This is an optimization exercise on Yosys and OpenROAD, whose aim is small area, not a production implementation.
In this exercise RTL edits were held to simulation tests only and were not proved equivalent to the original.

## flow/design.v (module list and top-level ports; edited modules follow where they fit)
// module absolute_value: 175 lines
// module vec_block: 30 lines
// module vec_scaling: 265 lines
// module vec_angle_calc: 47 lines
// module vec_angle_decode: 225 lines
// module CORDIC_Vectoring_top1: 89 lines
module CORDIC_Vectoring_top1 #(
        parameter DATA_WIDTH = 16,
        parameter CORDIC_WIDTH = 22,
        parameter CORDIC_STAGES = 16,
        parameter ANGLE_WIDTH = 16
    ) (
        input clk,
        input nreset,
        input vec_en,
        input signed [DATA_WIDTH-1:0] x_vec_in,
        input signed [DATA_WIDTH-1:0] y_vec_in,
        input angle_calc_enable_in,
        output signed [DATA_WIDTH-1:0] x_vec_out,
        output output_valid_o,
        output [CORDIC_STAGES-1:0] micro_angle_o,
        output [1:0] quad_out,
        output vec_microRot_out_start,
        output signed [ANGLE_WIDTH-1:0] angle_out
    );
  // ...
==> flow/flow/run.sh <==
#!/bin/bash
# Standard synthesis, then a re-optimisation of its combinational logic around the
# full adders (netopt.py + resynth.ys), then the standard layout flow.
set -euo pipefail
LIB=$FLOW_HOME/platforms/sky130hd/lib/sky130_fd_sc_hd__tt_025C_1v80.lib
R=orfs/results/sky130hd/CORDIC_Vectoring_top1/base
bash standard.sh synth > standard_synth.log 2>&1
cp $R/1_2_yosys.v standard_1_2_yosys.v
python3 flow/netopt.py $LIB standard_1_2_yosys.v netopt.v > netopt.log 2>&1
sed -e "s#LIBFILE#$LIB#g" -e "s#FLOWHOME#$FLOW_HOME#g" -e "s#FLOWDIR#$PWD/flow#g" flow/resynth.ys > resynth.ys
yosys -s resynth.ys > resynth.log 2>&1
cp resynth.v $R/1_2_yosys.v
touch $R/1_2_yosys.v
rm -f $R/1_synth.odb
bash standard.sh synth > standard_synth2.log 2>&1
bash standard.sh BUFFER_PORTS_ARGS="-buffer_cell sky130_fd_sc_hd__buf_1" CTS_ARGS="-sink_clustering_enable -repair_clock_nets -sink_clustering_size 10 -sink_clustering_max_diameter 40 -buf_list sky130_fd_sc_hd__clkbuf_4 -dont_use_dummy_load" finish > standard_finish.log 2>&1
==> flow/flow/abc_amap.script <==
strash; dch -f; amap -m; topo
==> flow/flow/netopt.py <==
#!/usr/bin/env python3
"""Rewrite a mapped Yosys netlist for re-synthesis of its combinational glue:
keeps flip-flops, full/half adders and tie cells as instances, turns every other
cell into an assign from its liberty function, and flips the polarity of full
adders (FA(~a,~b,~c) = ~FA(a,b,c)) where that removes inverters between adders,
flip-flops and ports.  Usage: netopt.py LIB IN.v OUT.v"""
import re, sys, collections

lib_path, in_path, out_path = sys.argv[1:4]

# ---- liberty: output pin functions
lib = open(lib_path).read()
funcs = {}
for m in re.finditer(r'\n\s*cell\s*\(\s*"?(\w+)"?\s*\)\s*\{', lib):
    start = m.end(); depth = 1; i = start
    while depth:
        c = lib[i]
        if c == '{': depth += 1
        elif c == '}': depth -= 1
        i += 1
    body = lib[start:i]
    outs = {}
    for pm in re.finditer(r'\n\s*pin\s*\(\s*"?(\w+)"?\s*\)\s*\{', body):
        s2 = pm.end(); d = 1; j = s2
        while d:
            c = body[j]
            if c == '{': d += 1
            elif c == '}': d -= 1
            j += 1
        pb = body[s2:j]
        if re.search(r'direction\s*:\s*"?output', pb):
            f = re.search(r'\n\s*function\s*:\s*"([^"]*)"', pb)
            if f: outs[pm.group(1)] = f.group(1)
    funcs[m.group(1)] = outs

KEEP = re.compile(r'sky130_fd_sc_hd__(df|edf|sdf|fa_|ha_|conb|dl)')

txt = open(in_path).read()
mod_start = txt.index('module ')
hdr_end = txt.index(';', mod_start) + 1
header = txt[mod_start:hdr_end]
body = txt[hdr_end:txt.rindex('endmodule')]

port_decl = []
for m in re.finditer(r'^\s*(input|output|inout)\b[^;]*;', body, re.M):
    port_decl.append(m.group(0).strip())

NET = r'(\\\S+\s|[A-Za-z_][\w$]*(?:\s*\[\d+\])?|\d+\'[bh][0-9a-fA-Fxz]+)'
insts = []
for m in re.finditer(r'^\s*(sky130_fd_sc_hd__\w+)\s+(\\\S+\s|\S+)\s*\((.*?)\);', body, re.M | re.S):
    pins = {p: n.strip() for p, n in re.findall(r'\.(\w+)\(\s*' + NET + r'\s*\)', m.group(3))}
    insts.append([m.group(1), m.group(2).strip(), pins])
assigns = re.findall(r'^\s*assign\s+(.*?)\s*=\s*(.*?);', body, re.M)

def norm(n):
    n = n.strip()
    return n

# drivers / loads
driver = {}
loads = collections.defaultdict(list)
for idx, (t, name, pins) in enumerate(insts):
    outs = funcs.get(t, {})
    for p, n in pins.items():
        if p in outs or p in ('Q', 'Q_N', 'HI', 'LO', 'SUM', 'COUT'):
            driver[n] = (idx, p)
        else:
            loads[n].append((idx, p))

def is_inv(t):
    return re.match(r'sky130_fd_sc_hd__(clk)?inv_\d+$', t) is not None
def is_fa(t):
    return t.startswith('sky130_fd_sc_hd__fa_')
def kept(t):
    return KEEP.match(t) is not None

# ---- FA flip optimisation
# edges between kept cells / ports through inverter-only chains: (drv, load, parity)
edges = []
def walk(net, parity, src):
    for (li, lp) in loads.get(net, []):
        t = insts[li][0]
        if is_inv(t):
            walk(insts[li][2]['Y'], parity ^ 1, src)
        elif kept(t):
            edges.append((src, li, parity))
for idx, (t, name, pins) in enumerate(insts):
    if kept(t):
        for p in ('Q', 'SUM', 'COUT'):
            if p in pins:
                walk(pins[p], 0, idx)
flip = collections.defaultdict(int)
fa_ids = [i for i, x in enumerate(insts) if is_fa(x[0])]
adj = collections.defaultdict(list)
for (a, b, p) in edges:
    adj[a].append((b, p)); adj[b].append((a, p))
def cost_local(i):
    return sum((p ^ flip[i] ^ flip[j]) for (j, p) in adj[i] if j != i)
changed = True; it = 0
while changed and it < 50:
    changed = False; it += 1
    for i in fa_ids:
        c0 = cost_local(i); flip[i] ^= 1; c1 = cost_local(i)
        if c1 < c0: changed = True
        else: flip[i] ^= 1
tot = sum((p ^ flip[a] ^ flip[b]) for (a, b, p) in edges)
sys.stderr.write("netopt: %d FA, %d flipped, %d edges, inverting edges %d -> %d\n" % (
    len(fa_ids), sum(flip[i] for i in fa_ids), len(edges), sum(p for (_, _, p) in edges), tot))

# ---- write
out = [header]
out += ['  ' + d for d in port_decl]
nets = set()
for t, name, pins in insts:
    nets.update(pins.values())
for a, b in assigns:
    nets.add(a.strip()); nets.add(b.strip())
portnames = set()
for d in port_decl:
    for w in re.sub(r'^(input|output|inout)\s*(\[\d+:\d+\])?', '', d).rstrip(';').split(','):
        portnames.add(w.strip())
def base(n):
    return re.sub(r'\s*\[\d+\]$', '', n) if not n.startswith('\\') else n
decl = set()
for n in nets:
    if "'" in n: continue
    b = base(n)
    if b in portnames: continue
    decl.add(n if n.startswith('\\') else b)
for n in sorted(decl):
    out.append('  wire %s ;' % n if n.startswith('\\') else '  wire %s;' % n)
k = 0
def tok_sub(fn, pins):
    def rep(m):
        return '(' + pins[m.group(0)] + ' )'
    e = re.sub(r'[A-Za-z_]\w*', rep, fn)
    return e.replace('!', '~')
for idx, (t, name, pins) in enumerate(insts):
    if kept(t):
        pins = dict(pins)
        if is_fa(t) and flip[idx]:
            for p in ('A', 'B', 'CIN'):
                nn = '\\nopt_i%d ' % k; k += 1
                out.append('  wire %s;' % nn)
                out.append('  assign %s = ~%s ;' % (nn, pins[p]))
                pins[p] = nn
            for p in ('SUM', 'COUT'):
                nn = '\\nopt_o%d ' % k; k += 1
                out.append('  wire %s;' % nn)
                out.append('  assign %s = ~%s ;' % (pins[p], nn))
                pins[p] = nn
        out.append('  %s %s (%s);' % (t, name if not name.startswith('\\') else name + ' ',
                   ', '.join('.%s(%s )' % (p, n) for p, n in pins.items())))
    else:
        for p, fn in funcs[t].items():
            if p in pins:
                out.append('  assign %s = %s;' % (pins[p] + ' ' if pins[p].startswith('\\') else pins[p],
                                                  tok_sub(fn, pins)))
for a, b in assigns:
    out.append('  assign %s = %s;' % (a, b))
out.append('endmodule')
open(out_path, 'w').write('\n'.join(out) + '\n')
==> flow/flow/resynth.ys <==
# Re-synthesis of the combinational glue of the standard synthesis netlist
# (netopt.v, written by netopt.py). Flip-flops, adders and tie cells stay as they are.
read_liberty -lib LIBFILE
read_verilog netopt.v
hierarchy -top CORDIC_Vectoring_top1
proc
opt -purge
techmap
opt -fast -purge
abc -script FLOWDIR/abc_amap.script -liberty LIBFILE -dont_use sky130_fd_sc_hd__probe_p_8 -dont_use sky130_fd_sc_hd__probec_p_8 -dont_use sky130_fd_sc_hd__lpflow_bleeder_1 -dont_use sky130_fd_sc_hd__lpflow_clkbufkapwr_1 -dont_use sky130_fd_sc_hd__lpflow_clkbufkapwr_16 -dont_use sky130_fd_sc_hd__lpflow_clkbufkapwr_2 -dont_use sky130_fd_sc_hd__lpflow_clkbufkapwr_4 -dont_use sky130_fd_sc_hd__lpflow_clkbufkapwr_8 -dont_use sky130_fd_sc_hd__lpflow_clkinvkapwr_1 -dont_use sky130_fd_sc_hd__lpflow_clkinvkapwr_16 -dont_use sky130_fd_sc_hd__lpflow_clkinvkapwr_2 -dont_use sky130_fd_sc_hd__lpflow_clkinvkapwr_4 -dont_use sky130_fd_sc_hd__lpflow_clkinvkapwr_8 -dont_use sky130_fd_sc_hd__lpflow_decapkapwr_12 -dont_use sky130_fd_sc_hd__lpflow_decapkapwr_3 -dont_use sky130_fd_sc_hd__lpflow_decapkapwr_4 -dont_use sky130_fd_sc_hd__lpflow_decapkapwr_6 -dont_use sky130_fd_sc_hd__lpflow_decapkapwr_8 -dont_use sky130_fd_sc_hd__lpflow_inputiso0n_1 -dont_use sky130_fd_sc_hd__lpflow_inputiso0p_1 -dont_use sky130_fd_sc_hd__lpflow_inputiso1n_1 -dont_use sky130_fd_sc_hd__lpflow_inputiso1p_1 -dont_use sky130_fd_sc_hd__lpflow_inputisolatch_1 -dont_use sky130_fd_sc_hd__lpflow_isobufsrc_1 -dont_use sky130_fd_sc_hd__lpflow_isobufsrc_16 -dont_use sky130_fd_sc_hd__lpflow_isobufsrc_2 -dont_use sky130_fd_sc_hd__lpflow_isobufsrc_4 -dont_use sky130_fd_sc_hd__lpflow_isobufsrc_8 -dont_use sky130_fd_sc_hd__lpflow_isobufsrckapwr_16 -dont_use sky130_fd_sc_hd__lpflow_lsbuf_lh_hl_isowell_tap_1 -dont_use sky130_fd_sc_hd__lpflow_lsbuf_lh_hl_isowell_tap_2 -dont_use sky130_fd_sc_hd__lpflow_lsbuf_lh_hl_isowell_tap_4 -dont_use sky130_fd_sc_hd__lpflow_lsbuf_lh_isowell_4 -dont_use sky130_fd_sc_hd__lpflow_lsbuf_lh_isowell_tap_1 -dont_use sky130_fd_sc_hd__lpflow_lsbuf_lh_isowell_tap_2 -dont_use sky130_fd_sc_hd__lpflow_lsbuf_lh_isowell_tap_4  -D 10000
setundef -zero
splitnets
opt_clean -purge
hilomap -singleton -hicell sky130_fd_sc_hd__conb_1 HI -locell sky130_fd_sc_hd__conb_1 LO
insbuf -buf sky130_fd_sc_hd__buf_1 A X
opt_clean -purge
tee -o resynth_stat.txt stat -liberty LIBFILE
write_verilog -noattr -nohex -nodec resynth.v
==> flow/standard.sh <==
#!/bin/bash
# synth_recipe.tcl (not shown) runs the flow's synth.tcl, then flattens the netlist and writes it again
# the make line also repeats each setting of config.mk as NAME=value (left out here)
make -C /OpenROAD-flow-scripts/flow DESIGN_CONFIG=/design/flow/config.mk WORK_HOME=/design/flow/orfs CLKGATE_MAP_FILE= SYNTH_SCRIPT=/design/flow/synth_recipe.tcl "${@:-finish}"
==> flow/config.mk <==
export PLATFORM = sky130hd
export DESIGN_NAME = CORDIC_Vectoring_top1
export DESIGN_NICKNAME = CORDIC_Vectoring_top1
export VERILOG_FILES = /design/flow/design.v
export SDC_FILE = /design/flow/constraint.sdc
export NUM_CORES = 4
export LEC_CHECK = 0
export ABC_AREA = 1
export CAP_MARGIN = 20
export CORE_MARGIN = 2
export CORE_UTILIZATION = 40
export CTS_BUF_LIST = sky130_fd_sc_hd__clkbuf_4
export CTS_CLUSTER_DIAMETER = 40
export CTS_CLUSTER_SIZE = 10
export PLACE_DENSITY = 0.6
export SLEW_MARGIN = 20
==> flow/constraint.sdc <==
create_clock -name core_clock -period 10.0 [get_ports {clk}]
set_input_delay 2.0000 -clock core_clock [delete_from_list [all_inputs] [get_ports {clk}]]
set_output_delay 2.0000 -clock core_clock [all_outputs]
set_load 0.01 [all_outputs]
==> flow_summary.ini, run 1 <==
[clocking]
cts_resized = 0
cts_buffer_depth = 3
numCtsBuffers = 119
clk_pin_slew_worst_paths_ns = 0.10
htreeDepth = 3
post_cts_buffers = 0

[floorplan]
core_mm2 = 0.1022
start_util_pct = 40.50
die_w_um = 325.7

[synthesis]
syn_area_mm2 = 0.04138
synth_nets = 4203

[placed_design]
placed_cells = 4806
gp_congestion = 0.8287

[route]
routed_wl_um = 71340
drcViolationCount = 0
firstDrtPassIters = 5

[final_layout]
largest_register_ffs = 302
largest_class = multi-input gates
multi_input_area_mm2 = 0.02119
clkCellAreaFrac_pct = 2.003

[timing]
skew_ns = 0.1160
slew_headroom_pct = 26.87

[run]
drv_cap = 0

[global_route]
antenna_found_initial = 4

[worst_hold_path]
min_path_cells = 0

[status]
status = no timing/DRC/antenna violations
==> run 2, diff against run 1 <==
--- a/flow/flow/netopt.py
+++ b/flow/flow/netopt.py
@@ -1,6 +1,6 @@
 #!/usr/bin/env python3
 """Rewrite a mapped Yosys netlist for re-synthesis of its combinational glue:
-keeps flip-flops, full/half adders and tie cells as instances, turns every other
+keeps flip-flops, full adders and tie cells as instances (half adders are re-mapped), turns every other
 cell into an assign from its liberty function, and flips the polarity of full
 adders (FA(~a,~b,~c) = ~FA(a,b,c)) where that removes inverters between adders,
 flip-flops and ports.  Usage: netopt.py LIB IN.v OUT.v"""
@@ -33,7 +33,7 @@
             if f: outs[pm.group(1)] = f.group(1)
     funcs[m.group(1)] = outs
 
-KEEP = re.compile(r'sky130_fd_sc_hd__(df|edf|sdf|fa_|ha_|conb|dl)')
+KEEP = re.compile(r'sky130_fd_sc_hd__(df|edf|sdf|fa_|conb|dl)')
 
 txt = open(in_path).read()
 mod_start = txt.index('module ')
==> run 2 against run 1 <==
  * Still clean
  * Critical path depth decreased by 2
  * Clock skew about the same
  * Design area decreased by 1.7%
  * Sequential cell count unchanged
  * Synthesized area decreased by 1.7%
  * Sequential share of layout area increased by 0.70 points
  * Global-route usage increased by 0.55 points
  * Critical path type unchanged
  * Critical endpoint is now g_stage[12].stage.z_out[21]
==> flow_summary.ini, run 2 <==
[final_layout]
largestRegisters = g_stage.stage.x_out x302, g_stage.stage.z_out x287, angle.g_w.w x117
regArea_mm2 = 0.01868
fillers = 9509
multi_input_area_mm2 = 0.02037
drive_above_1_share_pct = 5.018
area_delta_synth_final_pct = 7.778
fin_util_pct = 43.66
nets = 4451
stdcell_area_mm2 = 0.04385
largest_register_ffs = 302
layout_common_cells = dfxtp_1, fa_1, nor2_1
final_common_cell = dfxtp_1
regMostFlops = g_stage.stage.x_out
final_cells = 5166

[floorplan]
pin_count = 88
die_h_um = 322.9
rows = 116
die_w_um = 322.9
start_util_pct = 40.51
die-area_mm2 = 0.1043
core_mm2 = 0.1004

[worst_hold_path]
min_path_cells = 0
min_to = vld[16]
min-delay-start = vld[15]
hold_path.class = flop to flop

[setup_path]
reg2reg_depth = 25
crit_top_cell = fa_1
rr_startpoint = g_stage[11].stage.z_out[21]
worst-r2r-setup-slack_ns = 0.36
critPathKind = flop to flop
arrival_ns = 10.44
slowest_delay_ns = 0.45
cp_max_fo = 5
start_kind = flop
reg2reg_to = g_stage[12].stage.z_out[21]
cp-startpoint = g_stage[11].stage.z_out[21]
required_ns = 10.80
cp_slowest_cell = fa_1
worstSetupEndpointType = flop

[synthesis]
synth_nets = 4231
syn_area_mm2 = 0.04068
yosysWarnings = 17
syn_inst = 3588
synth_area_per_cell_um2 = 11.34

[placed_design]
io_buffers = 86
gp_congestion = 0.8644
placed_cells = 5043
place_ws_ns = 0.1727
dpl_cell_area_mm2 = 0.04287
dpl.hpwl_um = 59810

[global_route]
antenna_found_initial = 5
grt_start_max_net_pins = 83
gr-total-overflow = 0
grt_pass1_vias = 24930
globalRouteTotalUtil_pct = 14.91
grt_pass1_wl_um = 123700

[timing]
tns_ns = 0
fin_crit_sh_pct = 96.35
setup_viol = 0
slew_viol_final = 0
setup_slack_ns = 0.3648
fmax_ghz = 0.1038
finalHoldViolations = 0
slew_headroom_pct = 26.27
skew_ns = 0.1156
tightest_slew_ns = 1.094
layout_min_cycle_time_ns = 9.635

[clocking]
clock_sinks = 874
cts_buffer_depth = 3
numCtsBuffers = 120
clk_pin_slew_worst_paths_ns = 0.10
holdBufCountCts = 0
clock-root-buffer = clkbuf_4
htreeDepth = 3
cts_tree = done
clk_latency_ns = 0.96

[route]
via_count = 23730
viasPerCell = 4.594
ant_nets = 0
firstDrtPassIters = 7
drcViolationCount = 0
drtIter0Drc = 987
wl_per_cell_um = 14.13
routed_wl_um = 72980

[run]
drv_cap = 0

[status]
status = no timing/DRC/antenna violations
## run 2: what timing repair did
item / CTS / global route
setup buffers: 0 / 0
resized for setup: 0 / 24
endpoints found under the setup margin: 0 / 9
## run 2: routing by layer
layer	share of wire [%]	global-route usage, %	vias to the layer above	wire length (µm)
li1	-	-	12090	-
met1	42	17.53	11170	30360
met2	51	27.16	328	37550
met3	3.7	2.605	154	2714
met4	3.2	5.478	0	2356
met5	0	0	-	0
## run 2: how the worst max path moves through the flow
| stage | end | slack (ns) |
|---|---|---|
| global route | g_stage[5].stage.z_out[21] | -0.02 |
| finish | g_stage[12].stage.z_out[21] | 0.36 |
| CTS | g_stage[12].stage.z_out[21] | 0.13 |
| global placement | g_stage[12].stage.z_out[21] | 0.26 |
| floorplan | g_stage[6].stage.z_out[21] | 0.006 |
| detailed placement | g_stage[10].stage.z_out[21] | 0.17 |
## run 2: area by class of cell
class                           count  share of cell area, %
Antenna cell                        3                0.01712
Tap cell                         1357                  3.872
Clock buffer                      120                  2.055
Inverter                          431                  3.707
Sequential cell                   874                  42.61
Multi-Input combinational cell   2266                  46.47
Timing Repair Buffer              115                  1.276
## run 2: critical path, delay by kind of cell, from the launching register on
| family | cells | cell delay (ns) |
|---|---|---|
| flip-flops | 1 | 0.38 |
| AND/OR/NAND/NOR | 2 | 0.21 |
| adder cells (fa/ha/maj) | 20 | 8.63 |
| buffers and inverters | 1 | 0.07 |
| AO/OA/AOI/OAI | 2 | 0.20 |
## run 2: through the flow
step | hold slack [ns]
2_1_floorplan | 0.3609
3_3_place_gp | 0.3659
5_1_grt | 0.3862
4_1_cts | 0.3813
3_5_place_dp | 0.3697
6_report | 0.3878

-- re-timing with driven ports --
Ports are ideal in the flow. The routed layouts listed here were re-timed in OpenROAD.
Step 1: set_driving_cell puts a clkbuf_16 on clk and a buf_2 on each other input, an assumption about the parent block.
Step 2 moves the port delays by t, midway between the first and last clock arrival at a register: inputs arrive t later, outputs are due t later. That takes back most of the time a late clock gives input paths.
Slacks: ideal ports / drivers / drivers and shift; pairs: ideal ports / drivers.
| run | t (ns) | setup WS [ns] | hold slack, ns | worst data-port slew with drivers (ns) | cell pins on the clock port's net |
|---|---|---|---|---|---|
| run 1 | 0.955 | 0.418 / 0.418 / 0.418 | 0.371 / 0.371 / 0.371 | 0.04 | 1 |
| run 2 | 0.961 | 0.365 / 0.365 / 0.365 | 0.388 / 0.388 / 0.388 | 0.05 | 1 |
After both steps every run listed still meets setup and hold.
